Background: an optimization exercise with open tools, aiming at small area and a short achievable clock period. Do not read the settings as production practice.
Function was checked by simulation only, so behaviour that the tests miss may differ from the original.

==> flow/design.v (outline; a module is shown in full before it is edited, if it fits) <==
// module mac_corner: 1672 lines
// module mac_edge: 1673 lines
// module mac_inner: 1529 lines
// module fa_x: 10 lines
// module ha_x: 9 lines
// module pe_os: 17 lines
// module systolic_array_os: 303 lines
module systolic_array_os #(
    DATA_WIDTH = 16,
    ACC_WIDTH = 64
    )(
    input logic clk,
    input logic rstn,
    input logic acc_en,
    input logic signed [DATA_WIDTH-1:0] data_0_i,
    input logic signed [DATA_WIDTH-1:0] data_1_i,
    input logic signed [DATA_WIDTH-1:0] data_2_i,
    input logic signed [DATA_WIDTH-1:0] data_3_i,
    input logic signed [DATA_WIDTH-1:0] weight_0_i,
    input logic signed [DATA_WIDTH-1:0] weight_1_i,
    input logic signed [DATA_WIDTH-1:0] weight_2_i,
    input logic signed [DATA_WIDTH-1:0] weight_3_i,
    output logic signed [ACC_WIDTH-1:0] acc_res_pe0_o,
    output logic signed [ACC_WIDTH-1:0] acc_res_pe1_o,
    output logic signed [ACC_WIDTH-1:0] acc_res_pe2_o,
    output logic signed [ACC_WIDTH-1:0] acc_res_pe3_o,
    output logic signed [ACC_WIDTH-1:0] acc_res_pe4_o,
    output logic signed [ACC_WIDTH-1:0] acc_res_pe5_o,
    output logic signed [ACC_WIDTH-1:0] acc_res_pe6_o,
    output logic signed [ACC_WIDTH-1:0] acc_res_pe7_o,
    output logic signed [ACC_WIDTH-1:0] acc_res_pe8_o,
    output logic signed [ACC_WIDTH-1:0] acc_res_pe9_o,
    output logic signed [ACC_WIDTH-1:0] acc_res_pe10_o,
    output logic signed [ACC_WIDTH-1:0] acc_res_pe11_o,
    output logic signed [ACC_WIDTH-1:0] acc_res_pe12_o,
    output logic signed [ACC_WIDTH-1:0] acc_res_pe13_o,
    output logic signed [ACC_WIDTH-1:0] acc_res_pe14_o,
    output logic signed [ACC_WIDTH-1:0] acc_res_pe15_o
    );
  // ...
==> flow/flow/run.sh <==
#!/bin/bash
# Layout flow: the standard flow (standard.sh) with these changes.
#  1. Synthesis maps the RTL's one-bit adder modules (fa_x, ha_x) straight
#     onto the library's full and half adder cells (fa_map.v), before Yosys's
#     "synth" runs, and skips the quick ABC pass inside "synth" (-noabc).
#     The compressor trees then come out exactly as the RTL writes them, and
#     extract_fa only looks for further full adders (-fa): the half adders
#     are all written out, and the ones it would find are parts of other
#     logic that it could only build with inverters around them.
#  3. Every input and output port still gets its own buffer, but a plain
#     buffer cell (BUF_CELL) rather than the delay buffer buffer_ports picks
#     by itself; timing repair resizes them as needed.
# Each tool's output goes to synth.log and layout.log here (and ORFS's own
# logs under orfs/logs).
set -euo pipefail
BUF_CELL=sky130_fd_sc_hd__buf_1
HERE=$PWD
cp flow/abc.script abc.script
cp flow/fa_map.v fa_map.v
{
  echo 'proc synth {args} {'
  echo '  if {[lsearch -exact $args ":fine"] >= 0 && ![info exists ::adders_mapped]} {'
  echo '    set ::adders_mapped 1'
  echo "    yosys techmap -map $HERE/fa_map.v"
  echo '  }'
  echo '  yosys synth -nofsm -noshare -noabc {*}$args'
  echo '}'
  echo 'proc extract_fa {args} { yosys extract_fa -fa {*}$args }'
  echo 'proc abc {args} {'
  echo '  set i [lsearch -exact $args -script]'
  echo "  if {\$i >= 0} { set args [lreplace \$args \$i [expr {\$i+1}] -script $HERE/abc.script] }"
  echo '  yosys abc {*}$args'
  echo '}'
  tail -n +2 synth_recipe.tcl
} > my_synth.tcl
head -1 synth_recipe.tcl | grep -q 'proc synth'
sed "s#SYNTH_SCRIPT=[^ ]*#SYNTH_SCRIPT=$HERE/my_synth.tcl#" standard.sh > my_standard.sh
grep -q 'my_synth.tcl' my_standard.sh
bash my_standard.sh synth > synth.log 2>&1
export BUFFER_PORTS_ARGS="-buffer_cell $BUF_CELL"
bash standard.sh > layout.log 2>&1
==> flow/flow/abc.script <==
strash
dch
map -D 1500
topo
stime -c
buffer -c
upsize -c
dnsize -c
==> flow/flow/fa_map.v <==
// Maps the RTL's one-bit adders (fa_x, ha_x) onto the library's adder cells.
module fa_x (input a, input b, input c, output s, output co);
  sky130_fd_sc_hd__fa_1 _TECHMAP_REPLACE_ (.A(a), .B(b), .CIN(c), .SUM(s), .COUT(co));
endmodule

module ha_x (input a, input b, output s, output co);
  sky130_fd_sc_hd__ha_1 _TECHMAP_REPLACE_ (.A(a), .B(b), .SUM(s), .COUT(co));
endmodule
==> flow/standard.sh <==
#!/bin/bash
# synth_recipe.tcl (not shown) runs the flow's synth.tcl, then flattens the netlist and writes it again
# the make line also repeats each setting of config.mk as NAME=value (left out here)
make -C /OpenROAD-flow-scripts/flow DESIGN_CONFIG=/design/flow/config.mk WORK_HOME=/design/flow/orfs CLKGATE_MAP_FILE= SYNTH_SCRIPT=/design/flow/synth_recipe.tcl "${@:-finish}"
==> flow/config.mk <==
export PLATFORM = sky130hd
export DESIGN_NAME = systolic_array_os
export DESIGN_NICKNAME = systolic_array_os
export VERILOG_FILES = /design/flow/design.v
export SDC_FILE = /design/flow/constraint.sdc
export NUM_CORES = 8
export LEC_CHECK = 0
export CAP_MARGIN = 20
export CORE_MARGIN = 2
export CORE_UTILIZATION = 40
export SETUP_SLACK_MARGIN = 4.0
export SLEW_MARGIN = 20
==> flow/constraint.sdc <==
create_clock -name core_clock -period 10.0 [get_ports {clk}]
set_input_delay 2.0000 -clock core_clock [delete_from_list [all_inputs] [get_ports {clk}]]
set_output_delay 2.0000 -clock core_clock [all_outputs]
set_load 0.01 [all_outputs]
==> summary.txt, run 1 <==
Outcome
  – Result of the run: no timing/DRC/antenna violations

Worst setup path
  – Slowest CP cell: xor2_1
  – WP data arrival: ~3.8 ns
  – Critical path endpoint category: output pin
  – Most frequent CP cell: nor2_2
  – Worst path required time: 8.00 ns
  – FF-to-FF path depth: 17

Synthesis
  – Complex-gate fraction of the synthesized area: 0.133
  – Syn_area_per_cell: around 9.7 um^2
  – Synth area leader: fa_1
  – Flop and latch count out of synthesis: 1472
  – Main area contributors after synthesis: fa_1, dfrtp_1, xor2_1, edfxtp_1, o22ai_1

GRT
  – GR Layer Usage met1: 0.329

Cells and area
  – Multi-input combinational cell count: approximately 13k
  – Top cell category: multi-input combinational cells
  – Ant diodes: 38
  – Share of layout cells above drive strength 1: 0.0911
  – Area occupied by multi-input gates: ~110000 um^2
  – Final #Nets: between 20k and 25k

Placed design
  – DP Area: 169000 um^2

Route
  – Via count: around 130k
  – WL met3: between 40000 and 50000 um

Timing
  – Hold slack: ~0.45 ns
  – Final period utilization: 0.582
  – Final Hold Fails: 0
  – Final setup skew: between 0.06 and 0.07 ns

Die
  – Initial core utilization: 0.402
  – Cell Rows: about 240
==> run 2: changes to the inputs <==
--- a/flow/config.mk
+++ b/flow/config.mk
@@ -10,3 +10,3 @@
 export CORE_UTILIZATION = 40
-export SETUP_SLACK_MARGIN = 4.0
+export SETUP_SLACK_MARGIN = 4.3
 export SLEW_MARGIN = 20
==> run 2 against run 1 <==
Critical path depth increased by 1. Routed wire length increased by 1.9%. Setup slack improved by 0.16 ns.
==> summary.txt, run 2 <==
Outcome
  – Result of the run: no timing/DRC/antenna violations (unchanged)

Flow run
  – Max-capacitance violation count: 0 (unchanged)

Synthesis
  – Synth Instances: 17.1k (unchanged)
  – Syn_area_per_cell: 9.66 um^2 (unchanged)
  – Ys async rst share: 0.658 (unchanged)
  – EDFF count, synth: 504 (unchanged)
  – Main synth FF type: dfrtp_1 (unchanged)
  – Seq/Total Area, Yosys: 0.238 (unchanged)
  – Yosys warnings: 8 (unchanged)
  – Cell Area, Synth: 165000 um^2 (unchanged)
  – List of most frequent post-synthesis cells: xor2_1, fa_1, nand2_1 (unchanged)
  – Flop and latch count out of synthesis: 1472 (unchanged)
  – Post-synth top area share: 0.272 (unchanged)
  – Main area contributors after synthesis: fa_1, dfrtp_1, xor2_1, edfxtp_1, o22ai_1 (unchanged)
  – Dominant cell by count in the synthesized netlist: xor2_1 (unchanged)
  – Synth area leader: fa_1 (unchanged)
  – Cell variety after synth: 69 (unchanged)

Worst setup path
  – WS Path Type: in -> reg (was reg -> out)
  – Worst path required time: 10.74 ns (was 8.00 ns)
  – Critical path endpoint category: flop (was output pin)
  – Crit Path Max Fanout: 17 (was 5)
  – WP data arrival: 6.41 ns (was 3.82 ns)
  – CP Launch Type: input pin (was flop)
  – Worst R2R Setup Slack: 4.37 ns (was 4.19 ns)

Timing
  – Count of final max-slew check failures: 0 (unchanged)
  – Fmax: 177 MHz (was 172 MHz)
  – RSZ-0062 raised after global routing: true (unchanged)
  – Setup violations, final: 0 (unchanged)
  – Final period utilization: 0.566 (was 0.582)
  – Slew HR: 0.252 (was 0.234)
  – Final setup skew: 0.0923 ns (was 0.0683 ns)
  – Min Tclk post-route: 5.66 ns (was 5.82 ns)
  – Final Hold Fails: 0 (unchanged)
  – Worst slew pin tran: 1.12 ns (was 1.15 ns)
  – Setup TNS: 0 ns (unchanged)

Cells and area
  – Fill count: 38.6k (was 38.9k)
  – Commonest non-fill, non-tap cells in the layout: xor2_1, fa_1, nand2_1 (unchanged)
  – Area Growth Syn to Fin: 13.3% (was 11.8%)
  – Share of layout cells above drive strength 1: 0.111 (was 0.0911)
  – Design Area, Final: 187000 um^2 (was 184000 um^2)
  – Final #Nets: 20.7k (was 20.6k)
  – Commonest non-fill, non-tap cell in the layout: xor2_1 (unchanged)

Route
  – Antenna viol nets, final: 0 (unchanged)
  – 1st-iter DRT viols: 12.4k (was 12.2k)
  – Number of detailed-route iterations in the first pass: 6 (unchanged)
  – Routed wire length: 569000 um (was 559000 um)
  – Via count: 131k (was 130k)
  – Avg WL per Cell: 24.4 um (was 24.1 um)
  – Number of vias per cell: 5.62 (was 5.60)
  – DRC errors left: 0 (unchanged)

Placed design
  – I/O Buffers: 1154 (unchanged)
  – Gpl congestion: 0.906 (was 0.922)
  – DP Area: 169000 um^2 (about the same)
  – Post-DP HPWL: 404000 um (was 402000 um)

GRT
  – Total grt overflow: 0 (unchanged)
  – Vias in the first global route: 133k (was 131k)
  – Gr usage total: 0.267 (was 0.262)
  – Initial antenna violation count: 67 (was 57)
  – Wire length of the first global-routing pass: 852000 um (was 839000 um)
  – Largest net degree at the start of global routing: 222 (was 231)

Clock network
  – CTS sink cnt: 1472 (unchanged)
  – H-tree depth: 4 (unchanged)
  – Root buf cell: clkbuf_16 (unchanged)
  – Cts bufs inserted: 196 (unchanged)
  – Clock latency (worst-skew pair): 0.96 ns (was 0.94 ns)
  – CTS tree: done (unchanged)
  – CTS clk-pin slew, worst paths: 0.06 ns (about the same)
  – Clock Path Buffers: 4 (unchanged)
  – Hold buffers post-CTS: 0 (unchanged)

Die
  – Ports: 1155 (unchanged)
  – Cell Rows: 235 (unchanged)
  – Die H: 646 um (unchanged)
  – Die width: 646 um (unchanged)
  – Initial core utilization: 0.402 (unchanged)
  – Core box area: 410000 um^2 (unchanged)
  – Die area: 418000 um^2 (unchanged)

Hold path
  – Min-Delay Path Class: reg -> reg (unchanged)
[run 2: final timing paths]
path                         startpoint                 end  cells after the start
max in group asynchronous          rstn      u_mac_0.p_r[4]                      3
min in group asynchronous          rstn     u_mac_3.p_r[41]                      1
max                        data_3_i[11]    u_mac_12.p_r[18]                     12
min reg2reg                pe_7.w_o[14]       pe_11.w_o[14]                      0
min                        pe_7.w_o[14]       pe_11.w_o[14]                      0
max reg2reg                pe_13.d_o[9]  u_mac_14.acc_r[38]                     19
[run 2: metrics by stage]
stage	hold WS (ns)	util	setup WS (ns)	instances
2_1_floorplan	0.423	-	4.30	17100
3_3_place_gp	0.443	0.411	3.30	22000
3_5_place_dp	0.448	0.411	3.40	22000
4_1_cts	0.455	0.450	4.26	23200
5_1_grt	0.463	0.456	4.20	23300
6_report	0.453	0.456	4.34	23300
[run 2: logic make-up after synthesis]
logic type | synth area share
AO/OA/AOI/OAI | 0.133
flip-flops | 0.238
AND/OR/NAND/NOR | 0.0810
adder cells (fa/ha/maj) | 0.322
XOR/XNOR | 0.145
buffers and inverters | 0.0804
other | 0.0000227
[run 2: worst max-delay path, cell delays in order]
cell      delay (ns)
buf_1           0.14
clkinv_1        0.84
o22ai_1         0.54
xor2_1          0.25
fa_1            0.46
fa_1            0.43
fa_1            0.41
fa_1            0.44
fa_1            0.47
ha_1            0.28
nand2_1         0.06
o21ai_0         0.07
[run 2: final cells by class]
type,count,area (um^2),area share
Clock inverter,121,1480,0.00789
Multi-Input combinational cell,12700,114000,0.612
Clock buffer,244,5410,0.0290
Tap cell,5451,6820,0.0365
Timing Repair Buffer,2336,15600,0.0837
Antenna cell,38,95.1,0.000509
Inverter,969,3670,0.0196
Sequential cell,1472,39400,0.211
[run 2: metal layers]
layer	vias up	wire length [um]	GRT usage
met1	65200	216000	0.333
met4	48	43500	0.174
met3	1480	52700	0.0643
met2	6692	256000	0.414
met5	-	310	0.000231
li1	57800	-	-
[run 2: timing repair]
item / CTS / global route
pin swaps: 27 / 111
buffers inserted: 827 / 108
gates resized for setup: 137 / 289
setup endpoints to repair: 433 / 372
gates cloned: 0 / 7
==> run 3: changes to the inputs <==
--- a/flow/config.mk
+++ b/flow/config.mk
@@ -10,3 +10,5 @@
 export CORE_UTILIZATION = 40
-export SETUP_SLACK_MARGIN = 4.3
+export CTS_CLUSTER_DIAMETER = 120
+export CTS_CLUSTER_SIZE = 24
+export SETUP_SLACK_MARGIN = 4.9
 export SLEW_MARGIN = 20
==> run 3 against run 2 <==
Worst hold slack better by 0.030 ns. Still clean on timing, DRC and antenna. Critical path depth shrank 1. Global-route usage rose by 0.82 points. Largest cell class unchanged. Cell area rose by 10%. Cell count up 2.8%. Core utilization up 4.6 points. Routed wire length increased by 5.3%. Highest routed layer unchanged. Non-clock buffer count up 840. Sequential share of layout area shrank 1.9 points. Maximum frequency rose by 0.70%.
==> summary.txt, run 3 <==
Synthesis
  – Syn_area_per_cell: 9.66 um^2 (unchanged)
  – Seq/Total Area, Yosys: 0.238 (unchanged)
  – Cell variety after synth: 69 (unchanged)
  – Synth Instances: 17.1k (unchanged)
  – Main synth FF type: dfrtp_1 (unchanged)
  – List of most frequent post-synthesis cells: xor2_1, fa_1, nand2_1 (unchanged)
  – Main area contributors after synthesis: fa_1, dfrtp_1, xor2_1, edfxtp_1, o22ai_1 (unchanged)
  – Flop and latch count out of synthesis: 1472 (unchanged)
  – Ys async rst share: 0.658 (unchanged)
  – Synth area leader: fa_1 (unchanged)
  – EDFF count, synth: 504 (unchanged)
  – Yosys warnings: 8 (unchanged)
  – Cell Area, Synth: 165000 um^2 (unchanged)
  – Post-synth top area share: 0.272 (unchanged)
  – Dominant cell by count in the synthesized netlist: xor2_1 (unchanged)

Placed design
  – I/O Buffers: 1154 (unchanged)
  – Placed cells: 22.0k (about the same)
  – Gpl congestion: 0.908 (was 0.906)
  – Post-DP HPWL: 405000 um (was 404000 um)
  – DP Area: 170000 um^2 (was 169000 um^2)

Clock network
  – Clock Path Buffers: 4 (unchanged)
  – Hold buffers post-CTS: 0 (unchanged)
  – Cts bufs inserted: 105 (was 196)
  – Clock latency (worst-skew pair): 0.93 ns (was 0.96 ns)
  – H-tree depth: 3 (was 4)
  – CTS clk-pin slew, worst paths: 0.10 ns (was 0.06 ns)
  – CTS tree: done (unchanged)
  – Root buf cell: clkbuf_16 (unchanged)
  – CTS sink cnt: 1472 (unchanged)

Timing
  – Count of final max-slew check failures: 0 (unchanged)
  – Hold slack: 0.482 ns (was 0.453 ns)
  – RSZ-0062 raised after global routing: true (unchanged)
  – Fmax: 178 MHz (was 177 MHz)
  – Setup violations, final: 0 (unchanged)
  – Final Hold Fails: 0 (unchanged)
  – Slew HR: 0.204 (was 0.252)
  – Worst slew pin tran: 1.19 ns (was 1.12 ns)
  – Final setup skew: 0.100 ns (was 0.0923 ns)
  – Final period utilization: 0.562 (was 0.566)
  – Min Tclk post-route: 5.62 ns (was 5.66 ns)
  – Setup TNS: 0 ns (unchanged)

Die
  – Die width: 646 um (unchanged)
  – Ports: 1155 (unchanged)
  – Core box area: 410000 um^2 (unchanged)
  – Die area: 418000 um^2 (unchanged)
  – Die H: 646 um (unchanged)
  – Cell Rows: 235 (unchanged)
  – Initial core utilization: 0.402 (unchanged)

Cells and area
  – Share of layout cells above drive strength 1: 0.269 (was 0.111)
  – Final #Nets: 21.5k (was 20.7k)
  – Final Non-Filler Cells: 24.0k (was 23.3k)
  – Commonest non-fill, non-tap cells in the layout: xor2_1, nand2_1, fa_1 (was xor2_1, fa_1, nand2_1)
  – Area Growth Syn to Fin: 24.6% (was 13.3%)
  – Commonest non-fill, non-tap cell in the layout: xor2_1 (unchanged)
  – Design Area, Final: 206000 um^2 (was 187000 um^2)

Route
  – DRC errors left: 0 (unchanged)
  – 1st-iter DRT viols: 13.2k (was 12.4k)
  – Antenna viol nets, final: 0 (unchanged)
  – Number of vias per cell: 5.70 (was 5.62)
  – Avg WL per Cell: 25.0 um (was 24.4 um)
  – Via count: 137k (was 131k)
  – Routed wire length: 599000 um (was 569000 um)
  – Number of detailed-route iterations in the first pass: 8 (was 6)

Worst setup path
  – Slowest CP cell: dfrtp_2 (was clkinv_1)
  – FF-to-FF path depth: 19 (unchanged)
  – Worst R2R End: u_mac_14.acc_r[46] (was u_mac_14.acc_r[38])
  – CP Launch Type: flop (was input pin)
  – Critical path endpoint category: output pin (was flop)
  – Worst R2R Setup Slack: 4.52 ns (was 4.37 ns)
  – R2R Path Start: pe_13.d_o[3] (was pe_13.d_o[9])
  – Worst path max stage delay: 0.45 ns (was 0.84 ns)
  – Cell Chain, Critical Path: nand2_1 > nor3_2 > nand2_2 > nor4_4 > nor2_4 > buf_12 > o21ai_4 > buf_4 > a21oi_1 > nor2_1 > buf_1 (was buf_1 > clkinv_1 > o22ai_1 > xor2_1 > fa_1 > fa_1 > fa_1 > fa_1 > fa_1 > ha_1 > nand2_1 > o21ai_0)
  – Worst path required time: 8.00 ns (was 10.74 ns)
  – WP data arrival: 3.62 ns (was 6.41 ns)
  – WS Path Type: reg -> out (was in -> reg)
  – Crit Path Max Fanout: 7 (was 17)

GRT
  – Largest net degree at the start of global routing: 228 (was 222)
  – Total grt overflow: 0 (unchanged)
  – Vias in the first global route: 138k (was 133k)
  – Initial antenna violation count: 55 (was 67)
  – Gr usage total: 0.275 (was 0.267)
  – Wire length of the first global-routing pass: 877000 um (was 852000 um)

Flow run
  – Max-capacitance violation count: 0 (unchanged)

Hold path
  – Endpoint, Worst Hold: pe_4.w_o[23] (was pe_11.w_o[14])
  – Hold Crit Start: pe_0.w_o[23] (was pe_7.w_o[14])
  – Min-Delay Path Class: reg -> reg (unchanged)
  – Hold Path Stages: 0 (unchanged)

Outcome
  – Result of the run: no timing/DRC/antenna violations (unchanged)
==> run 3: cell counts after synthesis <==
Identical to the previous run, type by type.
==> run 3: through the flow <==
step,util,setup WS [ns]
finish,0.501,4.38
global route,0.501,4.20
global placement,0.416,3.38
CTS,0.476,4.28
floorplan,-,4.50
detailed placement,0.416,3.35
==> run 3: area by class of cell <==
| cell class | instances | area, um^2 |
|---|---|---|
| Tap cell | 5451 | 6820 |
| Multi-Input combinational cell | 12700 | 126000 |
| Timing Repair Buffer | 3176 | 25800 |
| Antenna cell | 27 | 67.6 |
| Inverter | 969 | 4240 |
| Clock inverter | 59 | 921 |
| Fill cell | 36400 | 205000 |
| Sequential cell | 1472 | 39500 |
| Clock buffer | 132 | 2790 |
==> run 3: how the worst max path moves through the flow <==
stage | start | to | cells past startpoint
2_1_floorplan | weight_0_i[1] | u_mac_0.p_r[20] | 15
3_3_place_gp | data_0_i[15] | u_mac_0.p_r[18] | 13
3_5_place_dp | weight_0_i[0] | u_mac_0.p_r[18] | 13
4_1_cts | u_mac_2.p_r[4] | acc_res_pe2_o[42] | 16
5_1_grt | u_mac_8.p_r[40] | acc_res_pe8_o[56] | 17
6_report | u_mac_2.p_r[15] | acc_res_pe2_o[40] | 11
==> run 3: cell families (layout without fill, tap and decap cells) <==
kind of cell,after synthesis,count (layout),synth area share
buffers and inverters,2937,4336,0.0804
other,1,55,0.0000227
AOI/OAI and AO/OA,3699,3699,0.133
adders and majority gates,2905,2905,0.322
DFF,1472,1472,0.238
xor gates and xnor gates,2737,2737,0.145
and+or+nand+nor,3337,3341,0.0810
==> run 3: layer usage <==
layer	GRT usage	vias up	share of wire
li1	-	59100	-
met1	0.344	68700	0.37
met2	0.432	7200	0.46
met3	0.0566	1603	0.089
met4	0.180	32	0.080
met5	0	-	0.00035
==> run 3: repair_timing <==
action | 4_1_cts | 5_1_grt
resized for setup | 1829 | 1644
gates cloned | 17 | 10
setup endpoints to repair | 701 | 668
pin swaps | 521 | 801
setup buffers | 1413 | 384
==> run 3: critical path: cells and delay by family (launching register included) <==
kind	cells	cell delay [ns]
buffers and inverters	3	0.54
AOI/OAI and AO/OA	2	0.20
and+or+nand+nor	6	1.49
DFF	1	0.45
==> run 4: changes to the inputs <==
--- a/flow/config.mk
+++ b/flow/config.mk
@@ -12,3 +12,3 @@
 export CTS_CLUSTER_SIZE = 24
-export SETUP_SLACK_MARGIN = 4.9
+export SETUP_SLACK_MARGIN = 4.0
 export SLEW_MARGIN = 20
==> run 4 against run 3 <==
Cell count shrank 4.1%. Register-to-register slack lost 0.34 ns. Setup slack lost 0.21 ns. Clock-buffer cell count shrank 11. Largest cell class unchanged. Synthesized cell count is the same. First-iteration DRC count shrank 6.4%.
==> summary.txt, run 4 <==
Outcome
  – Result of the run: no timing/DRC/antenna violations (unchanged)

Route
  – Avg WL per Cell: 24.1 um (was 25.0 um)
  – Routed wire length: 555000 um (was 599000 um)
  – Number of vias per cell: 5.60 (was 5.70)
  – 1st-iter DRT viols: 12.3k (was 13.2k)
  – DRC errors left: 0 (unchanged)
  – Via count: 129k (was 137k)
  – Number of detailed-route iterations in the first pass: 8 (unchanged)
  – Antenna viol nets, final: 0 (unchanged)

Die
  – Die area: 418000 um^2 (unchanged)
  – Cell Rows: 235 (unchanged)
  – Ports: 1155 (unchanged)
  – Core box area: 410000 um^2 (unchanged)
  – Initial core utilization: 0.402 (unchanged)
  – Die H: 646 um (unchanged)
  – Die width: 646 um (unchanged)

Synthesis
  – EDFF count, synth: 504 (unchanged)
  – Cell variety after synth: 69 (unchanged)
  – Main area contributors after synthesis: fa_1, dfrtp_1, xor2_1, edfxtp_1, o22ai_1 (unchanged)
  – Seq/Total Area, Yosys: 0.238 (unchanged)
  – Ys async rst share: 0.658 (unchanged)
  – Synth Instances: 17.1k (unchanged)
  – List of most frequent post-synthesis cells: xor2_1, fa_1, nand2_1 (unchanged)
  – Post-synth top area share: 0.272 (unchanged)
  – Main synth FF type: dfrtp_1 (unchanged)
  – Flop and latch count out of synthesis: 1472 (unchanged)
  – Cell Area, Synth: 165000 um^2 (unchanged)
  – Yosys warnings: 8 (unchanged)
  – Dominant cell by count in the synthesized netlist: xor2_1 (unchanged)
  – Syn_area_per_cell: 9.66 um^2 (unchanged)
  – Synth area leader: fa_1 (unchanged)

Clock network
  – H-tree depth: 3 (unchanged)
  – CTS sink cnt: 1472 (unchanged)
  – Cts bufs inserted: 100 (was 105)
  – Root buf cell: clkbuf_16 (unchanged)
  – Clock Path Buffers: 4 (unchanged)
  – CTS tree: done (unchanged)
  – CTS clk-pin slew, worst paths: 0.10 ns (about the same)
  – Hold buffers post-CTS: 0 (unchanged)
  – Clock latency (worst-skew pair): 0.94 ns (was 0.93 ns)

Flow run
  – Max-capacitance violation count: 0 (unchanged)

Cells and area
  – Commonest non-fill, non-tap cell in the layout: xor2_1 (unchanged)
  – Final #Nets: 20.5k (was 21.5k)
  – Area Growth Syn to Fin: 9.67% (was 24.6%)
  – Fill count: 39.2k (was 36.4k)
  – Commonest non-fill, non-tap cells in the layout: xor2_1, fa_1, nand2_1 (was xor2_1, nand2_1, fa_1)
  – Final Non-Filler Cells: 23.0k (was 24.0k)
  – Share of layout cells above drive strength 1: 0.0833 (was 0.269)

Timing
  – Hold slack: 0.464 ns (was 0.482 ns)
  – Count of final max-slew check failures: 0 (unchanged)
  – Slew HR: 0.255 (was 0.204)
  – RSZ-0062 raised after global routing: true (unchanged)
  – Final period utilization: 0.583 (was 0.562)
  – Setup TNS: 0 ns (unchanged)
  – Final setup skew: 0.0891 ns (was 0.100 ns)
  – Min Tclk post-route: 5.83 ns (was 5.62 ns)
  – Fmax: 171 MHz (was 178 MHz)
  – Final Hold Fails: 0 (unchanged)
  – Setup violations, final: 0 (unchanged)
  – Worst slew pin tran: 1.12 ns (was 1.19 ns)

Worst setup path
  – WP buf/inv: 4 (was 3)
  – CP Launch Type: flop (unchanged)
  – Slowest CP cell: xor2_2 (was dfrtp_2)
  – Top delay family on crit path: compound AO/OA/AOI/OAI gates (was simple AND/OR/NAND/NOR gates)
  – Worst path required time: 8.00 ns (about the same)
  – Worst path max stage delay: 0.65 ns (was 0.45 ns)
  – WP data arrival: 3.83 ns (was 3.62 ns)
  – WS Path Type: reg -> out (unchanged)
  – Crit Path Max Fanout: 5 (was 7)
  – Critical path endpoint category: output pin (unchanged)
  – Most frequent CP cell: a21oi_2
  – Cell Chain, Critical Path: a21oi_2 > nor4_2 > nor2_2 > inv_2 > a31oi_1 > buf_4 > inv_1 > a21oi_2 > o21ai_0 > xor2_2 > buf_1 (was nand2_1 > nor3_2 > nand2_2 > nor4_4 > nor2_4 > buf_12 > o21ai_4 > buf_4 > a21oi_1 > nor2_1 > buf_1)

Placed design
  – Gpl congestion: 0.922 (was 0.908)
  – I/O Buffers: 1154 (unchanged)
  – Post-DP HPWL: 402000 um (was 405000 um)
  – Placed cells: 22.0k (about the same)

GRT
  – Wire length of the first global-routing pass: 833000 um (was 877000 um)
  – Initial antenna violation count: 53 (was 55)
  – Largest net degree at the start of global routing: 231 (was 228)
  – Total grt overflow: 0 (unchanged)
  – Gr usage total: 0.261 (was 0.275)
  – Vias in the first global route: 130k (was 138k)

Hold path
  – Min-Delay Path Class: reg -> reg (unchanged)
[run 4: repair_timing]
item / 4_1_cts / 5_1_grt
setup buffers: 596 / 212
gates resized for setup: 44 / 76
pin swaps: 6 / 5
endpoints found under the setup margin: 319 / 309
[run 4: stage by stage]
stage,cell area (um^2),util,worst slack (ns)
6_report,181000,0.441,4.17
5_1_grt,181000,0.441,3.89
4_1_cts,178000,0.435,4.00
3_5_place_dp,169000,0.411,3.17
2_1_floorplan,165000,-,4.00
3_3_place_gp,169000,0.411,3.16
[run 4: cell type report]
cell class / instances / area (um^2) / area share
Clock buffer: 121 / 2710 / 0.0149
Timing Repair Buffer: 2197 / 14200 / 0.0787
Multi-Input combinational cell: 12700 / 113000 / 0.626
Inverter: 969 / 3650 / 0.0202
Sequential cell: 1472 / 39400 / 0.217
Clock inverter: 59 / 907 / 0.00501
Tap cell: 5451 / 6820 / 0.0377
Antenna cell: 33 / 82.6 / 0.000456
[run 4: per-layer routing]
metal | share of wire | GRT usage | vias to the layer above
li1 | - | - | 57100
met1 | 0.39 | 0.327 | 64400
met2 | 0.46 | 0.413 | 6135
met3 | 0.085 | 0.0553 | 1151
met4 | 0.069 | 0.157 | 32
met5 | 0.00038 | 0 | -
[run 4: cell families after synthesis]
| group | Yosys count | synth area share |
|---|---|---|
| AOI/OAI and AO/OA | 3699 | 0.133 |
| xor gates and xnor gates | 2737 | 0.145 |
| adders and majority gates | 2905 | 0.322 |
| buffers and inverters | 2937 | 0.0804 |
| DFF | 1472 | 0.238 |
| other | 1 | 0.0000227 |
| and+or+nand+nor | 3337 | 0.0810 |
[run 4: final timing paths]
| check | start | endpoint | slack [ns] | cells past startpoint |
|---|---|---|---|---|
| worst min-delay path | pe_1.w_o[2] | pe_5.w_o[2] | 0.46 | 0 |
| max in group asynchronous | rstn | u_mac_2.p_r[17] | 7.00 | 3 |
| worst max-delay path | u_mac_2.g_r[1] | acc_res_pe2_o[20] | 4.17 | 11 |
| min in group asynchronous | rstn | u_mac_3.p_r[47] | 1.06 | 1 |
| worst max register to register | pe_9.w_o[0] | u_mac_13.acc_r[44] | 4.18 | 17 |
| worst min register to register | pe_1.w_o[2] | pe_5.w_o[2] | 0.46 | 0 |
[run 4: worst register-to-register path, cell delays in order, from the launching register on]
cell and delay (ns):
edfxtp_1 0.43, buf_12 0.17, o22ai_1 0.20, xor2_1 0.26, fa_1 0.49, fa_1 0.46, fa_1 0.46, fa_1 0.52
fa_1 0.42, ha_1 0.35, a21o_1 0.21, a221oi_1 0.35, o221ai_1 0.20, nand2_1 0.14, nand3_4 0.28, a2111oi_2 0.47
xor2_1 0.18, o21ai_1 0.07
==> run 5: changes to the inputs <==
--- a/flow/config.mk
+++ b/flow/config.mk
@@ -12,3 +12,3 @@
 export CTS_CLUSTER_SIZE = 24
-export SETUP_SLACK_MARGIN = 4.0
+export SETUP_SLACK_MARGIN = 4.5
 export SLEW_MARGIN = 20
==> run 5 against run 4 <==
Non-clock buffer count rose by 337. First-iteration DRC count rose by 5.1%. Cell count is 1.5% higher. Area after synthesis did not move. Synthesized cell count did not move. Critical path type is now reg -> reg. Worst hold slack better by 0.033 ns. Setup slack gained 0.31 ns. Routed wire length grew 3.4%. Sequential share of layout area decreased by 0.86 points. Still clean.
==> summary.txt, run 5 <==
Outcome
  – Result of the run: no timing/DRC/antenna violations (unchanged)

Route
  – Number of vias per cell: 5.64 (was 5.60)
  – DRC errors left: 0 (unchanged)
  – Antenna viol nets, final: 0 (unchanged)
  – Number of detailed-route iterations in the first pass: 8 (unchanged)
  – Via count: 132k (was 129k)
  – Avg WL per Cell: 24.6 um (was 24.1 um)
  – 1st-iter DRT viols: 12.9k (was 12.3k)
  – Routed wire length: 574000 um (was 555000 um)

Synthesis
  – Ys async rst share: 0.658 (unchanged)
  – Flop and latch count out of synthesis: 1472 (unchanged)
  – List of most frequent post-synthesis cells: xor2_1, fa_1, nand2_1 (unchanged)
  – Cell variety after synth: 69 (unchanged)
  – Cell Area, Synth: 165000 um^2 (unchanged)
  – Post-synth top area share: 0.272 (unchanged)
  – EDFF count, synth: 504 (unchanged)
  – Seq/Total Area, Yosys: 0.238 (unchanged)
  – Syn_area_per_cell: 9.66 um^2 (unchanged)
  – Synth area leader: fa_1 (unchanged)
  – Main synth FF type: dfrtp_1 (unchanged)
  – Synth Instances: 17.1k (unchanged)
  – Yosys warnings: 8 (unchanged)
  – Main area contributors after synthesis: fa_1, dfrtp_1, xor2_1, edfxtp_1, o22ai_1 (unchanged)
  – Dominant cell by count in the synthesized netlist: xor2_1 (unchanged)

Placed design
  – I/O Buffers: 1154 (unchanged)
  – Placed cells: 22.0k (about the same)
  – DP Area: 169000 um^2 (about the same)
  – Post-DP HPWL: 404000 um (was 402000 um)
  – Gpl congestion: 0.934 (was 0.922)

Cells and area
  – Final #Nets: 20.8k (was 20.5k)
  – Design Area, Final: 189000 um^2 (was 181000 um^2)
  – Final Non-Filler Cells: 23.4k (was 23.0k)
  – Commonest non-fill, non-tap cell in the layout: xor2_1 (unchanged)
  – Area Growth Syn to Fin: 14.4% (was 9.67%)
  – Share of layout cells above drive strength 1: 0.151 (was 0.0833)
  – Commonest non-fill, non-tap cells in the layout: xor2_1, nand2_1, fa_1 (was xor2_1, fa_1, nand2_1)

GRT
  – Initial antenna violation count: 64 (was 53)
  – Wire length of the first global-routing pass: 849000 um (was 833000 um)
  – Largest net degree at the start of global routing: 236 (was 231)
  – Gr usage total: 0.267 (was 0.261)
  – Vias in the first global route: 132k (was 130k)
  – Total grt overflow: 0 (unchanged)

Timing
  – Min Tclk post-route: 5.52 ns (was 5.83 ns)
  – Final setup skew: 0.0783 ns (was 0.0891 ns)
  – Worst slew pin tran: 1.16 ns (was 1.12 ns)
  – Slew HR: 0.228 (was 0.255)
  – Setup violations, final: 0 (unchanged)
  – Final Hold Fails: 0 (unchanged)
  – Count of final max-slew check failures: 0 (unchanged)
  – Final period utilization: 0.552 (was 0.583)
  – Setup TNS: 0 ns (unchanged)
  – Fmax: 181 MHz (was 171 MHz)
  – RSZ-0062 raised after global routing: true (unchanged)

Clock network
  – CTS tree: done (unchanged)
  – Hold buffers post-CTS: 0 (unchanged)
  – H-tree depth: 3 (unchanged)
  – CTS sink cnt: 1472 (unchanged)
  – CTS clk-pin slew, worst paths: 0.10 ns (about the same)
  – Cts bufs inserted: 99 (was 100)
  – Clock latency (worst-skew pair): 0.93 ns (was 0.94 ns)
  – Root buf cell: clkbuf_16 (unchanged)
  – Clock Path Buffers: 4 (unchanged)

Worst setup path
  – Worst path required time: 10.75 ns (was 8.00 ns)
  – WP data arrival: 6.27 ns (was 3.83 ns)
  – WS Path Type: reg -> reg (was reg -> out)
  – Critical path endpoint category: flop (was output pin)
  – Crit Path Max Fanout: 7 (was 5)
  – CP Launch Type: flop (unchanged)
  – Worst R2R Setup Slack: 4.48 ns (was 4.18 ns)

Die
  – Die H: 646 um (unchanged)
  – Die area: 418000 um^2 (unchanged)
  – Cell Rows: 235 (unchanged)
  – Core box area: 410000 um^2 (unchanged)
  – Ports: 1155 (unchanged)
  – Die width: 646 um (unchanged)
  – Initial core utilization: 0.402 (unchanged)

Flow run
  – Max-capacitance violation count: 0 (unchanged)

Hold path
  – Min-Delay Path Class: reg -> reg (unchanged)
## run 5: cell counts after synthesis
Identical to the previous run, type by type.
## run 5: kinds of logic (layout without fill, tap and decap cells)
family,count (synthesis),in the layout,share of synthesized area
other,1,74,0.0000227
and+or+nand+nor,3337,3342,0.0810
xor gates and xnor gates,2737,2737,0.145
adders and majority gates,2905,2905,0.322
AOI/OAI and AO/OA,3699,3699,0.133
DFF,1472,1472,0.238
buffers and inverters,2937,3679,0.0804
## run 5: metal layers
metal	routed length, um	part of all wire	global-route usage
met5	160	0.00028	0
met1	219000	0.38	0.336
met4	43500	0.076	0.171
met3	51600	0.090	0.0589
met2	260000	0.45	0.415
## run 5: path summary, 6_finish.rpt
kind,start,end,cells past startpoint
worst max-delay path,pe_6.d_o[9],u_mac_7.acc_r[47],20
worst min-delay path,v1,v1,2
worst max register to register,pe_6.d_o[9],u_mac_7.acc_r[47],20
worst min register to register,v1,v1,2
max in group asynchronous,rstn,u_mac_11.acc_r[25],3
min in group asynchronous,rstn,u_mac_12.g_r[12],1
## run 5: timing repair
action	4_1_cts	5_1_grt
endpoints found under the setup margin	574	494
resized for setup	406	932
buffers inserted	936	200
pin swaps	70	351
cloned	4	6
## run 5: worst max-delay path, stage by stage, from the launching register on
cell and delay (ns):
edfxtp_1 0.43, buf_12 0.17, buf_8 0.13, o22ai_4 0.14, xor2_1 0.10, fa_1 0.46, fa_1 0.56, fa_2 0.46
fa_1 0.42, fa_1 0.55, ha_4 0.25, inv_4 0.07, nor2_4 0.04, a221oi_4 0.33, o32ai_4 0.16, nand2_2 0.14
nand3_4 0.24, buf_6 0.22, a31oi_4 0.23, xor2_1 0.17, o21ai_1 0.07
## run 5: metrics by stage
stage | setup slack (ns) | hold WS (ns) | util
after floorplan | 4.48 | 0.423 | -
after global placement | 3.30 | 0.451 | 0.411
after detailed placement | 3.39 | 0.466 | 0.411
after CTS | 4.38 | 0.494 | 0.446
after global routing | 4.31 | 0.508 | 0.460
final | 4.48 | 0.497 | 0.460
## run 5: area by class of cell
cell class | instances | area [um^2]
clock buffer | 122 | 2620
timing repair buffer | 2534 | 17800
clock inverter | 54 | 815
antenna | 46 | 115
sequential | 1472 | 39400
inverter | 969 | 3820
tap | 5451 | 6820
multi-input combinational | 12700 | 117000
fill | 38700 | 221000
==> run 6: changes to the inputs <==
--- a/flow/config.mk
+++ b/flow/config.mk
@@ -12,2 +12,4 @@
 export CTS_CLUSTER_SIZE = 24
+export GPL_ROUTABILITY_DRIVEN = 0
+export PLACE_DENSITY = 0.7
 export SETUP_SLACK_MARGIN = 4.5
==> run 6 against run 5 <==
Core utilization is 0.25 points higher. Via count grew 3.6%. Sequential share of layout area decreased by 0.11 points. Routed wire length up 1.5%. Flip-flop and latch count unchanged. Critical path type unchanged. Largest cell class unchanged.
==> summary.txt, run 6 <==
Outcome
  – Result of the run: no timing/DRC/antenna violations (unchanged)

Route
  – DRC errors left: 0 (unchanged)
  – Avg WL per Cell: 24.9 um (was 24.6 um)
  – Number of vias per cell: 5.82 (was 5.64)
  – 1st-iter DRT viols: 15.6k (was 12.9k)
  – Number of detailed-route iterations in the first pass: 9 (was 8)
  – Routed wire length: 583000 um (was 574000 um)
  – Via count: 137k (was 132k)
  – Antenna viol nets, final: 0 (unchanged)

Synthesis
  – Post-synthesis adder-cell area fraction: 0.322 (unchanged)
  – Syn_area_per_cell: 9.66 um^2 (unchanged)
  – Main area contributors after synthesis: fa_1, dfrtp_1, xor2_1, edfxtp_1, o22ai_1 (unchanged)
  – Post-synthesis xor/xnor area fraction: 0.145 (unchanged)
  – EDFF count, synth: 504 (unchanged)
  – Synth area leader: fa_1 (unchanged)
  – Cell variety after synth: 69 (unchanged)
  – Ys async rst share: 0.658 (unchanged)
  – Yosys warnings: 8 (unchanged)
  – Flop and latch count out of synthesis: 1472 (unchanged)
  – Complex-gate fraction of the synthesized area: 0.133 (unchanged)
  – Dominant cell by count in the synthesized netlist: xor2_1 (unchanged)
  – Post-synth top area share: 0.272 (unchanged)
  – Synth Instances: 17.1k (unchanged)
  – Seq/Total Area, Yosys: 0.238 (unchanged)
  – List of most frequent post-synthesis cells: xor2_1, fa_1, nand2_1 (unchanged)
  – Mux cell area share after synthesis: 0 (unchanged)
  – Cell Area, Synth: 165000 um^2 (unchanged)
  – Main synth FF type: dfrtp_1 (unchanged)
  – Largest family of logic cells by synthesized area: adder cells (unchanged)
  – Post-synthesis simple-gate area fraction: 0.0810 (unchanged)

Die
  – Cell Rows: 235 (unchanged)
  – Die area: 418000 um^2 (unchanged)
  – Die width: 646 um (unchanged)
  – Core box area: 410000 um^2 (unchanged)
  – Initial core utilization: 0.402 (unchanged)
  – Die H: 646 um (unchanged)
  – Ports: 1155 (unchanged)

Hold path
  – Min-Delay Path Class: reg -> reg (unchanged)

Clock network
  – CTS clk-pin slew, worst paths: 0.10 ns (about the same)
  – Cts bufs inserted: 101 (was 99)
  – H-tree depth: 3 (unchanged)
  – CTS tree: done (unchanged)
  – Root buf cell: clkbuf_16 (unchanged)
  – Clock latency (worst-skew pair): 0.93 ns (about the same)
  – Clock Path Buffers: 4 (unchanged)
  – CTS sink cnt: 1472 (unchanged)
  – Hold buffers post-CTS: 0 (unchanged)

Timing
  – Setup TNS: 0 ns (unchanged)
  – Worst slew pin tran: 1.18 ns (was 1.16 ns)
  – Slew HR: 0.211 (was 0.228)
  – Count of final max-slew check failures: 0 (unchanged)
  – Setup violations, final: 0 (unchanged)
  – Min Tclk post-route: 5.79 ns (was 5.52 ns)
  – Final Hold Fails: 0 (unchanged)
  – Fmax: 173 MHz (was 181 MHz)
  – RSZ-0062 raised after global routing: true (unchanged)
  – Final period utilization: 0.579 (was 0.552)
  – Final setup skew: 0.0788 ns (was 0.0783 ns)

Flow run
  – Max-capacitance violation count: 0 (unchanged)

Worst setup path
  – Worst setup path start: pe_10.w_o[0] (was pe_6.d_o[9])
  – Worst R2R Setup Slack: 4.21 ns (was 4.48 ns)
  – Worst R2R End: u_mac_14.acc_r[38] (was u_mac_7.acc_r[47])
  – WS Path Type: reg -> reg (unchanged)
  – FF-to-FF path depth: 19 (was 20)
  – WP data arrival: 6.51 ns (was 6.27 ns)
  – Worst path required time: 10.73 ns (was 10.75 ns)
  – CP Launch Type: flop (unchanged)
  – Critical path endpoint category: flop (unchanged)
  – Crit Path Max Fanout: 4 (was 7)
  – R2R Path Start: pe_10.w_o[0] (was pe_6.d_o[9])
  – Worst setup path end: u_mac_14.acc_r[38] (was u_mac_7.acc_r[47])

GRT
  – Wire length of the first global-routing pass: 854000 um (was 849000 um)
  – Vias in the first global route: 137k (was 132k)
  – Largest net degree at the start of global routing: 239 (was 236)
  – Initial antenna violation count: 56 (was 64)
  – Gr usage total: 0.267 (about the same)
  – Total grt overflow: 0 (unchanged)

Cells and area
  – Design Area, Final: 190000 um^2 (was 189000 um^2)
  – Share of layout cells above drive strength 1: 0.155 (was 0.151)
  – Commonest non-fill, non-tap cell in the layout: xor2_1 (unchanged)
  – Commonest non-fill, non-tap cells in the layout: xor2_1, nand2_1, fa_1 (unchanged)
  – Final #Nets: 20.9k (was 20.8k)
  – Post-Route Utilization: 0.463 (was 0.460)
  – Area Growth Syn to Fin: 15.0% (was 14.4%)
  – Fill count: 37.0k (was 38.7k)

Placed design
  – DP Area: 169000 um^2 (about the same)
  – Post-DP HPWL: 400000 um (was 404000 um)
  – I/O Buffers: 1154 (unchanged)
run 6: how the worst min path moves through the flow:
| stage | slack, ns | cells after the start | from | end |
|---|---|---|---|---|
| after detailed placement | 0.44 | 0 | pe_0.w_o[21] | pe_4.w_o[21] |
| after global routing | 0.49 | 0 | pe_0.w_o[21] | pe_4.w_o[21] |
| after CTS | 0.46 | 0 | pe_0.w_o[21] | pe_4.w_o[21] |
| final | 0.46 | 0 | pe_0.w_o[21] | pe_4.w_o[21] |
| after global placement | 0.44 | 0 | pe_0.w_o[21] | pe_4.w_o[21] |
| after floorplan | 0.42 | 2 | v1 | v1 |
run 6: cell type report:
type	count	area [um^2]	share of cell area
clock buffers	126	2720	0.0143
multi-input cells	12700	118000	0.621
repair buffers	2623	18300	0.0962
flip-flops and latches	1472	39400	0.208
diodes	38	95.1	0.000501
well taps	5451	6820	0.0359
inverters	969	3800	0.0200
clock inverters	57	810	0.00427
run 6: cells by family after synthesis:
| kind of cell | after synthesis |
|---|---|
| other | 1 |
| and+or+nand+nor | 3337 |
| xor gates and xnor gates | 2737 |
| adders and majority gates | 2905 |
| AOI/OAI and AO/OA | 3699 |
| buffers and inverters | 2937 |
| DFF | 1472 |
run 6: critical path, stage by stage (launching register included):
cell and delay, ns:
edfxtp_1 0.42, buf_4 0.17, o22ai_2 0.21, xor2_2 0.32, fa_2 0.56, fa_2 0.41, fa_2 0.37, fa_1 0.49
fa_1 0.57, ha_4 0.22, a21o_1 0.20, a221oi_4 0.41, o32ai_2 0.16, nand2_1 0.13, nand3_4 0.19, inv_4 0.15
nor3_2 0.05, a311oi_2 0.27, xor2_1 0.19, o21ai_1 0.08
run 6: stage by stage:
stage	instances	hold slack, ns	worst slack (ns)
after floorplan	17100	0.423	4.48
after detailed placement	22000	0.438	3.03
after global placement	22000	0.440	3.03
final	23400	0.465	4.21
after global routing	23400	0.493	4.12
after CTS	23200	0.465	4.33
run 6: what timing repair did:
action,4_1_cts,5_1_grt
cloned,4,4
resized for setup,338,1015
endpoints found under the setup margin,577,506
pin swaps,69,389
buffers inserted,985,250
run 6: routing by layer:
| layer | track usage | up-vias | part of all wire |
|---|---|---|---|
| met4 | 0.218 | 26 | 0.098 |
| li1 | - | 58000 | - |
| met1 | 0.314 | 67300 | 0.35 |
| met5 | 0 | - | 0.00025 |
| met2 | 0.408 | 9094 | 0.44 |
| met3 | 0.0742 | 2172 | 0.11 |
==> run 7: changes to the inputs <==
==> flow/flow/abc.script (replaced) <==
strash
dch
map -D 1500
topo
stime -c
--- a/flow/config.mk
+++ b/flow/config.mk
@@ -12,4 +12,2 @@
 export CTS_CLUSTER_SIZE = 24
-export GPL_ROUTABILITY_DRIVEN = 0
-export PLACE_DENSITY = 0.7
 export SETUP_SLACK_MARGIN = 4.5
==> run 7 against run 6 <==
Worst hold slack improved by 0.055 ns. Critical path depth decreased by 2. Flip-flop and latch count unchanged. First-iteration DRC count decreased by 19%. Cell area increased by 0.73%. Non-clock buffer count increased by 89. Setup slack improved by 0.17 ns. Highest routed layer unchanged. Critical path type is now reg -> out. Synthesized cell count decreased by 8.1%.
==> summary.txt, run 7 <==
Timing
  – Setup TNS: 0 ns (unchanged)
  – Setup violations, final: 0 (unchanged)
  – Final Hold Fails: 0 (unchanged)
  – Count of final max-slew check failures: 0 (unchanged)
  – Fmax: 178 MHz (was 173 MHz)
  – Final setup skew: 0.0940 ns (was 0.0788 ns)
  – Final period utilization: 0.562 (was 0.579)
  – Worst slew pin tran: 1.17 ns (was 1.18 ns)
  – RSZ-0062 raised after global routing: true (unchanged)
  – Slew HR: 0.214 (was 0.211)
  – Min Tclk post-route: 5.62 ns (was 5.79 ns)

Hold path
  – Min-Delay Path Class: reg -> reg (unchanged)

Placed design
  – Post-DP HPWL: 400000 um (about the same)
  – Gpl congestion: roughly 0.92
  – I/O Buffers: 1154 (unchanged)

Clock network
  – H-tree depth: 3 (unchanged)
  – Clock Path Buffers: 4 (unchanged)
  – CTS tree: done (unchanged)
  – CTS sink cnt: 1472 (unchanged)
  – Root buf cell: clkbuf_16 (unchanged)
  – Cts bufs inserted: 100 (was 101)
  – Clock latency (worst-skew pair): 0.96 ns (was 0.93 ns)
  – CTS clk-pin slew, worst paths: 0.09 ns (was 0.10 ns)
  – Hold buffers post-CTS: 0 (unchanged)

Route
  – Via count: 133k (was 137k)
  – Number of detailed-route iterations in the first pass: 8 (was 9)
  – Avg WL per Cell: 24.5 um (was 24.9 um)
  – DRC errors left: 0 (unchanged)
  – Antenna viol nets, final: 0 (unchanged)
  – Routed wire length: 572000 um (was 583000 um)
  – 1st-iter DRT viols: 12.7k (was 15.6k)
  – Number of vias per cell: 5.69 (was 5.82)

Synthesis
  – Flop and latch count out of synthesis: 1472 (unchanged)
  – Main synth FF type: dfrtp_1 (unchanged)
  – List of most frequent post-synthesis cells: xor2_1, fa_1, nand2_1 (unchanged)
  – Synth area leader: fa_1 (unchanged)
  – Seq/Total Area, Yosys: 0.247 (was 0.238)
  – Post-synthesis xor/xnor area fraction: 0.150 (was 0.145)
  – Main area contributors after synthesis: fa_1, dfrtp_1, xor2_1, edfxtp_1, o22ai_1 (unchanged)
  – Post-synthesis simple-gate area fraction: 0.0829 (was 0.0810)
  – Cell variety after synth: 44 (was 69)
  – Post-synth top area share: 0.281 (was 0.272)
  – Cell Area, Synth: 160000 um^2 (was 165000 um^2)
  – Dominant cell by count in the synthesized netlist: xor2_1 (unchanged)
  – Complex-gate fraction of the synthesized area: 0.137 (was 0.133)
  – Largest family of logic cells by synthesized area: adder cells (unchanged)
  – Synth Instances: 15.7k (was 17.1k)
  – Mux cell area share after synthesis: 0 (unchanged)
  – Post-synthesis adder-cell area fraction: 0.333 (was 0.322)
  – EDFF count, synth: 504 (unchanged)
  – Syn_area_per_cell: 10.2 um^2 (was 9.66 um^2)
  – Yosys warnings: 8 (unchanged)
  – Ys async rst share: 0.658 (unchanged)

Worst setup path
  – Worst R2R End: u_mac_7.acc_r[44] (was u_mac_14.acc_r[38])
  – Worst R2R Setup Slack: 4.42 ns (was 4.21 ns)
  – Critical path endpoint category: output pin (was flop)
  – FF-to-FF path depth: 21 (was 19)
  – Worst setup path end: acc_res_pe3_o[56] (was u_mac_14.acc_r[38])
  – CP Launch Type: flop (unchanged)
  – Worst setup path start: u_mac_3.p_r[4] (was pe_10.w_o[0])
  – R2R Path Start: pe_6.d_o[8] (was pe_10.w_o[0])
  – Crit Path Max Fanout: 8 (was 4)
  – Worst path required time: 8.00 ns (was 10.73 ns)
  – WP data arrival: 3.62 ns (was 6.51 ns)
  – WS Path Type: reg -> out (was reg -> reg)

Flow run
  – Max-capacitance violation count: 0 (unchanged)

GRT
  – Vias in the first global route: 135k (was 137k)
  – Gr usage total: 0.275 (was 0.267)
  – Largest net degree at the start of global routing: 199 (was 239)
  – Total grt overflow: 0 (unchanged)
  – Wire length of the first global-routing pass: 853000 um (was 854000 um)
  – Initial antenna violation count: 51 (was 56)

Cells and area
  – Area Growth Syn to Fin: 19.8% (was 15.0%)
  – Fill count: 36.7k (was 37.0k)
  – Share of layout cells above drive strength 1: 0.170 (was 0.155)
  – Post-Route Utilization: 0.480 (was 0.463)
  – Commonest non-fill, non-tap cells in the layout: xor2_1, nand2_1, fa_1 (unchanged)
  – Commonest non-fill, non-tap cell in the layout: xor2_1 (unchanged)
  – Final #Nets: 21.0k (was 20.9k)

Die
  – Ports: 1155 (unchanged)
  – Initial core utilization: 0.401 (was 0.402)
  – Core box area: 398000 um^2 (was 410000 um^2)
  – Cell Rows: 232 (was 235)
  – Die area: 404000 um^2 (was 418000 um^2)
  – Die H: 636 um (was 646 um)
  – Die width: 636 um (was 646 um)

Outcome
  – Result of the run: no timing/DRC/antenna violations (unchanged)
[run 7: critical path, stage by stage (launching register included)]
cell and delay, ns:
dfrtp_1 0.44, inv_2 0.06, o21ai_2 0.18, nand3_1 0.11, nand2_2 0.10, nor2_4 0.05, inv_4 0.10, a31oi_4 0.14
buf_6 0.15, nor4_4 0.14, nor2_2 0.07, buf_6 0.14, o21ai_4 0.13, nand2_2 0.09, nor2_4 0.18, xor2_4 0.27
clkbuf_16 0.21, buf_2 0.13
[run 7: cell type report]
class / instances / area, um^2 / share of cell area
Sequential cell: 1472 / 39400 / 0.206
Clock buffer: 124 / 2670 / 0.0139
Multi-Input combinational cell: 12700 / 118000 / 0.618
Clock inverter: 57 / 808 / 0.00423
Inverter: 969 / 3990 / 0.0209
Tap cell: 5265 / 6590 / 0.0345
Timing Repair Buffer: 2712 / 19500 / 0.102
Antenna cell: 36 / 90.1 / 0.000471
[run 7: how the worst min path moves through the flow]
| stage | startpoint | endpoint | cells past startpoint |
|---|---|---|---|
| 2_1_floorplan | u_mac_8.g_r[15] | u_mac_8.g_r[15] | 2 |
| 3_3_place_gp | u_mac_14.acc_r[31] | u_mac_14.acc_r[31] | 2 |
| 3_5_place_dp | u_mac_14.acc_r[31] | u_mac_14.acc_r[31] | 2 |
| 4_1_cts | u_mac_14.acc_r[31] | u_mac_14.acc_r[31] | 2 |
| 5_1_grt | u_mac_14.acc_r[31] | u_mac_14.acc_r[31] | 2 |
| 6_report | u_mac_5.acc_r[36] | u_mac_5.acc_r[36] | 2 |
[run 7: routing by layer]
metal,global-route usage,vias up,routed length [um]
met5,0,-,167
met4,0.202,24,50500
met3,0.0547,1529,47200
met2,0.432,6573,259000
met1,0.337,66300,214000
li1,-,58300,-
[run 7: repair_timing]
| action | in CTS | in global routing |
|---|---|---|
| cloned | 4 | 7 |
| buffers inserted | 1027 | 242 |
| gates resized for setup | 771 | 1041 |
| pin swaps | 178 | 401 |
| endpoints found under the setup margin | 620 | 517 |
[run 7: kinds of logic (layout without fill, tap and decap cells)]
| kind of cell | count (synthesis) | count (layout) |
|---|---|---|
| fa+ha+maj | 2905 | 2905 |
| flops | 1472 | 1472 |
| other cells | 1 | 64 |
| compound gates | 3699 | 3699 |
| simple gates | 3337 | 3339 |
| xor+xnor | 2737 | 2737 |
| buf+inv | 1561 | 3862 |
[run 7: through the flow]
step	area (um^2)	cells	hold WS (ns)	worst slack, ns
floorplan	160000	15700	0.465	-3.94
global placement	169000	21800	0.492	3.13
detailed placement	169000	21800	0.496	3.10
CTS	185000	23100	0.521	4.30
global route	191000	23300	0.549	4.21
finish	191000	23300	0.520	4.38
==> run 8: changes to the inputs <==
==> flow/flow/abc.script (replaced) <==
strash
dch
map -D 1200
topo
stime -c
buffer -c
upsize -c
dnsize -c
--- a/flow/config.mk
+++ b/flow/config.mk
@@ -12,3 +12,3 @@
 export CTS_CLUSTER_SIZE = 24
-export SETUP_SLACK_MARGIN = 4.5
+export SETUP_SLACK_MARGIN = 4.65
 export SLEW_MARGIN = 20
==> run 8 against run 7 <==
Still clean on timing, DRC and antenna. Clock skew down 0.0051 ns. Flip-flop and latch count unchanged. Register-to-register slack improved by 0.20 ns. Die area is 4.4% higher. Setup slack better by 0.16 ns. Critical endpoint is now acc_res_pe2_o[42]. Cell area is 1.0% higher. Sequential share of layout area fell by 0.20 points. Critical path depth shrank 5. Non-clock buffer count fell by 71.
==> summary.txt, run 8 <==
Synthesis
  – Cell variety after synth: 72 (was 44)
  – Dominant cell by count in the synthesized netlist: xor2_1 (unchanged)
  – Post-synth top area share: 0.269 (was 0.281)
  – Seq/Total Area, Yosys: 0.236 (was 0.247)
  – Synth Instances: 17.4k (was 15.7k)
  – EDFF count, synth: 504 (unchanged)
  – Cell Area, Synth: 167000 um^2 (was 160000 um^2)
  – List of most frequent post-synthesis cells: xor2_1, nand2_1, fa_1 (was xor2_1, fa_1, nand2_1)
  – Main area contributors after synthesis: fa_1, dfrtp_1, xor2_1, edfxtp_1, o22ai_1 (unchanged)
  – Yosys warnings: 8 (unchanged)
  – Ys async rst share: 0.658 (unchanged)
  – Syn_area_per_cell: 9.58 um^2 (was 10.2 um^2)
  – Flop and latch count out of synthesis: 1472 (unchanged)

Placed design
  – Post-DP HPWL: 416000 um (was 400000 um)
  – Gpl congestion: 0.914 (was 0.923)

Timing
  – Setup TNS: 0 ns (unchanged)
  – Final setup skew: 0.0889 ns (was 0.0940 ns)
  – Fmax: 183 MHz (was 178 MHz)
  – Count of final max-slew check failures: 0 (unchanged)
  – Worst slew pin tran: 1.18 ns (was 1.17 ns)
  – RSZ-0062 raised after global routing: true (unchanged)
  – Setup violations, final: 0 (unchanged)
  – Min Tclk post-route: 5.46 ns (was 5.62 ns)
  – Slew HR: 0.216 (was 0.214)
  – Final period utilization: 0.546 (was 0.562)
  – Final Hold Fails: 0 (unchanged)

Cells and area
  – Fill count: 38.7k (was 36.7k)
  – Share of layout cells above drive strength 1: 0.166 (was 0.170)
  – Post-Route Utilization: 0.465 (was 0.480)
  – Final #Nets: 21.3k (was 21.0k)
  – Commonest non-fill, non-tap cell in the layout: xor2_1 (unchanged)
  – Area Growth Syn to Fin: 15.9% (was 19.8%)

Route
  – Avg WL per Cell: 25.0 um (was 24.5 um)
  – 1st-iter DRT viols: 13.4k (was 12.7k)
  – DRC errors left: 0 (unchanged)
  – Number of vias per cell: 5.71 (was 5.69)
  – Routed wire length: 596000 um (was 572000 um)
  – Antenna viol nets, final: 0 (unchanged)
  – Number of detailed-route iterations in the first pass: 9 (was 8)

Worst setup path
  – Critical path endpoint category: output pin (unchanged)
  – Worst R2R Setup Slack: 4.62 ns (was 4.42 ns)
  – CP Launch Type: flop (unchanged)
  – Worst path max stage delay: 0.38 ns (was 0.44 ns)
  – R2R Path Start: pe_3.w_o[4] (was pe_6.d_o[8])
  – Worst path required time: 8.00 ns (about the same)
  – Cell Chain, Critical Path: inv_2 > nor4_4 > nand4_1 > o21ai_4 > buf_12 > nand3_4 > buf_4 > buf_6 > a21oi_4 > nor3_2 > a211oi_2 > buf_2 (was inv_2 > o21ai_2 > nand3_1 > nand2_2 > nor2_4 > inv_4 > a31oi_4 > buf_6 > nor4_4 > nor2_2 > buf_6 > o21ai_4 > nand2_2 > nor2_4 > xor2_4 > clkbuf_16 > buf_2)
  – WP buf/inv: 5 (was 6)
  – WS Path Type: reg -> out (unchanged)
  – FF-to-FF path depth: 17 (was 21)

Hold path
  – Hold Crit Start: v1 (was u_mac_5.acc_r[36])
  – Min-Delay Path Class: reg -> reg (unchanged)
  – Endpoint, Worst Hold: v1 (was u_mac_5.acc_r[36])

Die
  – Die area: 422000 um^2 (was 404000 um^2)
  – Ports: 1155 (unchanged)
  – Die H: 649 um (was 636 um)
  – Die width: 649 um (was 636 um)
  – Initial core utilization: 0.401 (about the same)
  – Cell Rows: 237 (was 232)

Flow run
  – Max-capacitance violation count: 0 (unchanged)

Outcome
  – Result of the run: no timing/DRC/antenna violations (unchanged)

GRT
  – Initial antenna violation count: 59 (was 51)
  – Total grt overflow: 0 (unchanged)
  – Vias in the first global route: 136k (was 135k)
  – Gr usage total: 0.271 (was 0.275)

Clock network
  – Clock latency (worst-skew pair): 0.93 ns (was 0.96 ns)
  – Cts bufs inserted: 99 (was 100)
  – CTS tree: done (unchanged)
  – CTS sink cnt: 1472 (unchanged)
==> run 8: changes by cell type in the layout (fill, tap and decap cells not counted), moves of 42 or more <==
cell and delta:
nand3_1 +76, nand2_1 +79, inv_1 +875, buf_1 +56
buf_2 -56, nand4_1 +46, a31oi_1 +112, buf_4 -63
xor2_1 -172, clkinv_1 -800, nor3_1 -42
==> run 8: per-layer routing <==
| metal | global-route usage | part of all wire | up-vias |
|---|---|---|---|
| li1 | - | - | 59400 |
| met1 | 0.338 | 0.38 | 68000 |
| met2 | 0.436 | 0.46 | 7111 |
| met3 | 0.0566 | 0.088 | 1520 |
| met4 | 0.161 | 0.070 | 32 |
| met5 | 0 | 0.00034 | - |
==> run 8: worst max-delay path by stage <==
| stage | startpoint | end | depth (start not counted) |
|---|---|---|---|
| 5_1_grt | u_mac_2.p_r[31] | acc_res_pe2_o[58] | 13 |
| 3_5_place_dp | weight_0_i[1] | u_mac_0.p_r[20] | 12 |
| 4_1_cts | u_mac_2.g_r[7] | acc_res_pe2_o[43] | 13 |
| 2_1_floorplan | weight_0_i[13] | u_mac_0.p_r[18] | 15 |
| 3_3_place_gp | weight_0_i[9] | u_mac_0.p_r[18] | 14 |
| 6_report | u_mac_2.p_r[14] | acc_res_pe2_o[42] | 12 |
==> run 8: layout make-up <==
cell class / instances / area, um^2 / share of cell area
multi-input combinational: 13000 / 120000 / 0.621
antenna: 38 / 95.1 / 0.000492
tap: 5497 / 6880 / 0.0356
clock inverter: 53 / 742 / 0.00384
sequential: 1472 / 39500 / 0.204
inverter: 1046 / 4200 / 0.0218
clock buffer: 125 / 2620 / 0.0136
timing repair buffer: 2641 / 19200 / 0.0997
==> run 8: what timing repair did <==
action	4_1_cts	5_1_grt
hold buffers	0	0
cloned	13	18
gates resized for setup	579	1078
pin swaps	130	302
endpoints found under the setup margin	617	613
buffers inserted	975	258
==> run 8: worst reg2reg max path, cell delays in order, from the launching register on <==
cell      delay (ns)
edfxtp_1        0.57
o22ai_1         0.28
xor2_1          0.13
fa_1            0.46
fa_1            0.54
fa_2            0.44
fa_1            0.39
fa_1            0.54
ha_4            0.22
a21o_1          0.17
a221o_1         0.39
a21oi_2         0.23
o221ai_4        0.13
buf_12          0.18
buf_4           0.19
a21oi_2         0.13
xor2_1          0.14
o21ai_0         0.08
==> run 8: logic make-up after synthesis <==
group           share of synthesized area
compound gates                      0.141
xor+xnor                            0.135
fa+ha+maj                           0.319
buf+inv                            0.0818
flops                               0.236
other cells                     0.0000225
simple gates                       0.0867
==> run 8: through the flow <==
stage                     setup WS, ns  std cells  area, um^2  hold WS [ns]
after detailed placement          3.46      22400      171000         0.473
after floorplan                   4.55      17400      167000         0.423
final                             4.54      23800      193000         0.494
after CTS                         4.43      23500      186000         0.496
after global routing              4.40      23800      193000         0.551
after global placement            3.51      22300      171000         0.471

==> static timing again, ports no longer ideal <==
How much do the figures lean on ideal ports? The routed layouts below were timed once more, with nothing changed but the port constraints. Step 1 sets driving cells, clkbuf_16 on the clock port and buf_2 on the other inputs (assumed; they add their load-dependent delay and slew). Step 2, shift: input delay + t, output delay - t, t = (earliest + latest rising clock arrival at the registers) / 2. This alone moves slack from input paths to output paths. Slacks: ideal / step 1 / step 2; pairs: ideal / step 1.
run | t, ns | setup WS [ns] | hold WS [ns] | clock arrival spread, ns | pins driven straight from the clock port
run 1 | 1.024 | 4.176 / 4.058 / 3.269 | 0.455 / 0.455 / 0.455 | 0.073 / 0.073 | 1
run 2 | 1.031 | 4.336 / 4.236 / 3.378 | 0.453 / 0.453 / 0.453 | 0.100 / 0.100 | 1
run 3 | 1.009 | 4.375 / 4.259 / 3.905 | 0.482 / 0.482 / 0.482 | 0.117 / 0.118 | 1
run 4 | 1.014 | 4.166 / 4.048 / 3.301 | 0.464 / 0.464 / 0.464 | 0.094 / 0.094 | 1
run 5 | 1.019 | 4.481 / 4.385 / 3.523 | 0.497 / 0.497 / 0.497 | 0.091 / 0.092 | 1
run 6 | 1.006 | 4.214 / 4.214 / 3.478 | 0.465 / 0.465 / 0.465 | 0.091 / 0.091 | 1
run 7 | 1.024 | 4.381 / 4.269 / 3.431 | 0.520 / 0.520 / 0.520 | 0.094 / 0.094 | 1
run 8 | 0.996 | 4.542 / 4.432 / 3.743 | 0.494 / 0.494 / 0.494 | 0.089 / 0.088 | 1
After both steps setup and hold are still met in every run listed.
